What follows belongs to an exercise in optimizing a design on an open flow for small area; a production flow would make more cautious choices. Function was checked by simulation only, so behaviour that the tests miss may differ from the original. Power figures rest on the tool's default switching activity, not on a simulated workload.

Setup of run 1:
==> flow/design.v (excerpt) <==
module PipelinedProcessor(
    input clk, reset,
    input [31:0] instruction_in,  
    input [31:0] data_in,         
    output reg [31:0] data_out,   
    output reg [31:0] address_out  
);
clock: 5.0 ns
lec_check: 0
cap_margin: 20
core_margin: 2
core_utilization: 55
gpl_timing_driven: 1
setup_slack_margin: 0.15
slew_margin: 20
standard.sh (not shown) runs the stock make flow with config.mk's settings and CLKGATE_MAP_FILE= SYNTH_SCRIPT=/design/flow/synth_recipe.tcl, a recipe that flattens the netlist after the stock synthesis.
==> flow/flow/run.sh <==
#!/bin/bash
# The standard layout (standard.sh, synthesis included) with these changes to
# how it is made:
#  - before global placement the buffers synthesis inserted are removed
#    (pre_gpl.tcl), so that the resizer buffers those nets itself;
#  - the resizer may swap a cell for one of another footprint
#    (MATCH_CELL_FOOTPRINT=0);
#  - port buffers use the smallest buffer, sky130_fd_sc_hd__buf_1;
#  - clock tree synthesis inserts no dummy loads and builds the tree from
#    clkbuf_8 cells with sink clusters of up to 16 flip-flops.
# The make output goes to standard_make.log; each step's log is under orfs/logs.
set -euo pipefail
here=$(cd "$(dirname "$0")" && pwd)
export PRE_GLOBAL_PLACE_TCL="$here/pre_gpl.tcl"
export BUFFER_PORTS_ARGS="-buffer_cell sky130_fd_sc_hd__buf_1"
export CTS_ARGS="-sink_clustering_enable -repair_clock_nets -dont_use_dummy_load -buf_list sky130_fd_sc_hd__clkbuf_8 -sink_clustering_size 16 -sink_clustering_max_diameter 60"
bash standard.sh MATCH_CELL_FOOTPRINT=0 finish > standard_make.log 2>&1
==> flow/flow/pre_gpl.tcl <==
remove_buffers
In summary, run 1 completed successfully, with a layout that passed the timing, DRC and antenna checks.
> inputs changed (run 1 -> run 2)
Settings: changing GPL_TIMING_DRIVEN from 1 to 0; changing SETUP_SLACK_MARGIN from 0.15 to 0.4.
==> results.txt <==
Result: PASS for each of run 2 and run 1
Hold slack: run 2 vs run 1 down 0.15 ns
Changes observed in run 2 relative to run 1: slack of the critical path grew by 0.10 ns, relative contribution of sequential cells to total power held steady, final instance area grew by 2.2%, fraction of synthesized area in multiplexers held steady, length of routed wiring on met1 grew by 5.6%.
Internal power essentially unchanged between run 1 and run 2.
The inputs of run 3 differ from those of run 2 as listed below.
Settings: GPL_TIMING_DRIVEN now 1, was 0; SETUP_SLACK_MARGIN now 0.15, was 0.4; CORE_UTILIZATION now 65, was 55.
--- outcome ---
- ~same worst-skew pair later-pin latency in run 2 and run 3
- | clock tree cell share of total cell area | run 3 vs run 2 | ≈ equal |
- For run 2, the slowest cell on the critical path was sky130_fd_sc_hd__dfxtp_2, unlike run 3, where it was sky130_fd_sc_hd__o31ai_1.
- The met3 demand-to-capacity share in global routing in run 3 sits 2.2 points above the value recorded for run 2.
- Run 3 has sequential share of layout area above what run 2 had.
> inputs changed (run 3 -> run 4)
Settings: PLACE_DENSITY now 0.75, previously not set; CORE_UTILIZATION now 55, was 65.
==> comparison <==
Taking run 3 as the reference, in run 4 post-route worst setup slack now sits higher; width of the die grew by 18 um; vias after detailed routing went down by 189.
Run 3 has higher aggregate global-route resource usage than run 4.
Compared run 3 against run 4; multi-input logic area within noise.
Run 4 vs. run 3: number of cells on the critical path went up by 1.
--- input diff run 4..run 5 ---
Settings: removing PLACE_DENSITY (formerly 0.75); changing GPL_TIMING_DRIVEN from 1 to 0.
Notes after the runs:
On switching power: run 5 sits above run 4.
In run 5, the data arrival time at the worst-slack endpoint came out 0.10 ns above the value in run 4.
[compare] base=run 4 new=run 5: post-route fraction of the period consumed by the critical path has increased, post-route worst setup slack has decreased, number of antenna diodes has increased, worst slack at placement has decreased.
A library cell contributing the largest single delay on the critical path of sky130_fd_sc_hd__o21ai_0 is what run 4 shows, while sky130_fd_sc_hd__and2_2 belongs to run 5.

========
Setup of v6:
The RTL this note starts from:
==> flow/design.v <==
module PipelinedProcessor(
    input clk, reset,
    input [31:0] instruction_in,  
    input [31:0] data_in,         
    output reg [31:0] data_out,   
    output reg [31:0] address_out  
);
    reg [31:0] register_file[0:15];
    reg [3:0] d_rd;
    reg [3:0] d_rs_lo, d_rs_hi, d_rt_lo, d_rt_hi;
    reg [15:0] d_imm;
    reg d_sub, d_and, d_ld;         
    reg d_wr;                       
    wire [3:0] opcode = instruction_in[31:28];
    always @(posedge clk) begin
        d_rs_lo <= 4'b1 << instruction_in[25:24];
        d_rs_hi <= 4'b1 << instruction_in[27:26];
        d_rt_lo <= 4'b1 << instruction_in[21:20];
        d_rt_hi <= 4'b1 << instruction_in[23:22];
        d_rd <= instruction_in[19:16];
        d_imm <= instruction_in[15:0];
        d_sub <= opcode == 4'b0001;
        d_and <= opcode == 4'b0010;
    end
    always @(posedge clk or posedge reset) begin
        if (reset) begin
            d_wr <= 0;
            d_ld <= 0;
        end else begin
            d_wr <= opcode == 4'b0000 || opcode == 4'b0001 ||
                    opcode == 4'b0010 || opcode == 4'b1000;
            d_ld <= opcode == 4'b1000;
        end
    end
    reg [15:0] sel_a, sel_b;
    integer k;
    always @(*)
        for (k = 0; k < 16; k = k + 1) begin
            sel_a[k] = d_rs_hi[k / 4] & d_rs_lo[k % 4];
            sel_b[k] = d_rt_hi[k / 4] & d_rt_lo[k % 4];
        end
    reg [31:0] a, rb;
    integer i;
    always @(*) begin
        a = 0;
        rb = 0;
        for (i = 0; i < 16; i = i + 1) begin
            a = a | ({32{sel_a[i]}} & register_file[i]);
            rb = rb | ({32{sel_b[i]}} & register_file[i]);
        end
    end
    wire [31:0] b = d_ld ? {16'b0, d_imm} : rb;
    reg [31:0] e_a, e_b;
    reg e_c;
    reg [31:0] w_res;
    reg [3:0] e_rd, m_rd, w_rd;
    reg e_wr, m_wr, w_wr;
    reg e_ld, m_ld, w_ld;
    wire [31:0] res = e_a + e_b + {31'b0, e_c};
    always @(posedge clk) begin
        e_a <= d_and ? (a & b) : a;
        e_b <= d_and ? 32'b0 : d_sub ? ~b : b;
        e_c <= d_sub;
        w_res <= address_out;
        address_out <= e_wr ? res : 32'b0;
        e_rd <= d_rd;
        m_rd <= e_rd;
        w_rd <= m_rd;
    end
    always @(posedge clk or posedge reset) begin
        if (reset) begin
            e_wr <= 0; m_wr <= 0; w_wr <= 0;
            e_ld <= 0; m_ld <= 0; w_ld <= 0;
            data_out <= 0;
        end else begin
            e_wr <= d_wr;
            m_wr <= e_wr;
            w_wr <= m_wr;
            e_ld <= d_ld;
            m_ld <= e_ld;
            w_ld <= m_ld;
            if (m_ld)
                data_out <= data_in;
        end
    end
    always @(posedge clk) begin
        if (w_wr)
            register_file[w_rd] <= w_ld ? data_out : w_res;
    end
endmodule
==> flow/config.mk <==
export PLATFORM = sky130hd
export DESIGN_NAME = PipelinedProcessor
export DESIGN_NICKNAME = PipelinedProcessor
export VERILOG_FILES = /design/flow/design.v
export SDC_FILE = /design/flow/constraint.sdc
export NUM_CORES = 4
export LEC_CHECK = 0
export CAP_MARGIN = 20
export CORE_MARGIN = 2
export CORE_UTILIZATION = 55
export GPL_TIMING_DRIVEN = 0
export SLEW_MARGIN = 20
==> flow/constraint.sdc <==
create_clock -name core_clock -period 5.0 [get_ports {clk}]
set_input_delay 1.0000 -clock core_clock [delete_from_list [all_inputs] [get_ports {clk}]]
set_output_delay 1.0000 -clock core_clock [all_outputs]
set_load 0.01 [all_outputs]
Scripts as last shown in full above: flow/flow/run.sh, flow/flow/pre_gpl.tcl
Inputs modified between v6 and v7:
- putting SETUP_SLACK_MARGIN at 0 where nothing was set
==> flow/flow/run.sh <==
#!/bin/bash
# The standard layout (standard.sh, synthesis included) with these changes to
# how it is made:
#  - port buffers use the smallest buffer, sky130_fd_sc_hd__buf_1;
#  - clock tree synthesis inserts no dummy loads and builds the tree from
#    clkbuf_8 cells with sink clusters of up to 16 flip-flops;
#  - after global routing, cells on paths with slack are downsized
#    (repair_timing -recover_power).
# The make output goes to standard_make.log; each step's log is under orfs/logs.
set -euo pipefail
export BUFFER_PORTS_ARGS="-buffer_cell sky130_fd_sc_hd__buf_1"
export CTS_ARGS="-sink_clustering_enable -repair_clock_nets -dont_use_dummy_load -buf_list sky130_fd_sc_hd__clkbuf_8 -sink_clustering_size 16 -sink_clustering_max_diameter 60"
export RECOVER_POWER=100
bash standard.sh > standard_make.log 2>&1
removed: flow/flow/pre_gpl.tcl
[summary]
Of the two values seen for launch point of the worst path, e_a[0] was produced by v6 and d_rt_hi[0] by v7.
The flow for v7 finished, though final verification flagged capacitance limit, slew limit.
On global-route usage, the lower figure sits with v6, not v7.
Going from v6 to v7, data arrival time of the critical path +1.56 ns; sequential share of layout area +0.16 points.

-- separate check: timing with driven ports --
No port has a modelled driver above. Below, the same layouts with a new extraction and two added sets of constraints. Step 1: set_driving_cell puts a clkbuf_16 on clk and a buf_2 on each other input, an assumption about the parent block. Step 2 adds t to the input delays and takes it off the output delays; t is the mean of the earliest and latest rising clock arrival at the registers after step 1. Input paths then give back, and output paths get back, about the clock's delay inside the block. Slacks: no drivers / after step 1 / after step 2; pairs: no drivers / after step 1.
run | t, ns | slack for setup (ns) | worst hold slack (ns) | cell pins on the clock port's net
run 1 | 0.740 | 0.449 / 0.449 / 0.449 | 0.333 / 0.333 / 0.333 | 1
run 2 | 0.760 | 0.549 / 0.549 / 0.549 | 0.183 / 0.141 / 0.337 | 1
run 3 | 0.748 | 0.366 / 0.366 / 0.366 | 0.333 / 0.333 / 0.333 | 1
run 4 | 0.728 | 0.555 / 0.555 / 0.555 | 0.309 / 0.309 / 0.309 | 1
run 5 | 0.764 | 0.422 / 0.422 / 0.422 | 0.186 / 0.143 / 0.335 | 1
v6 | 0.773 | 1.737 / 1.737 / 1.737 | 0.162 / 0.125 / 0.328 | 1
v7 | 0.776 | 0.192 / 0.192 / 0.192 | 0.199 / 0.164 / 0.335 | 1
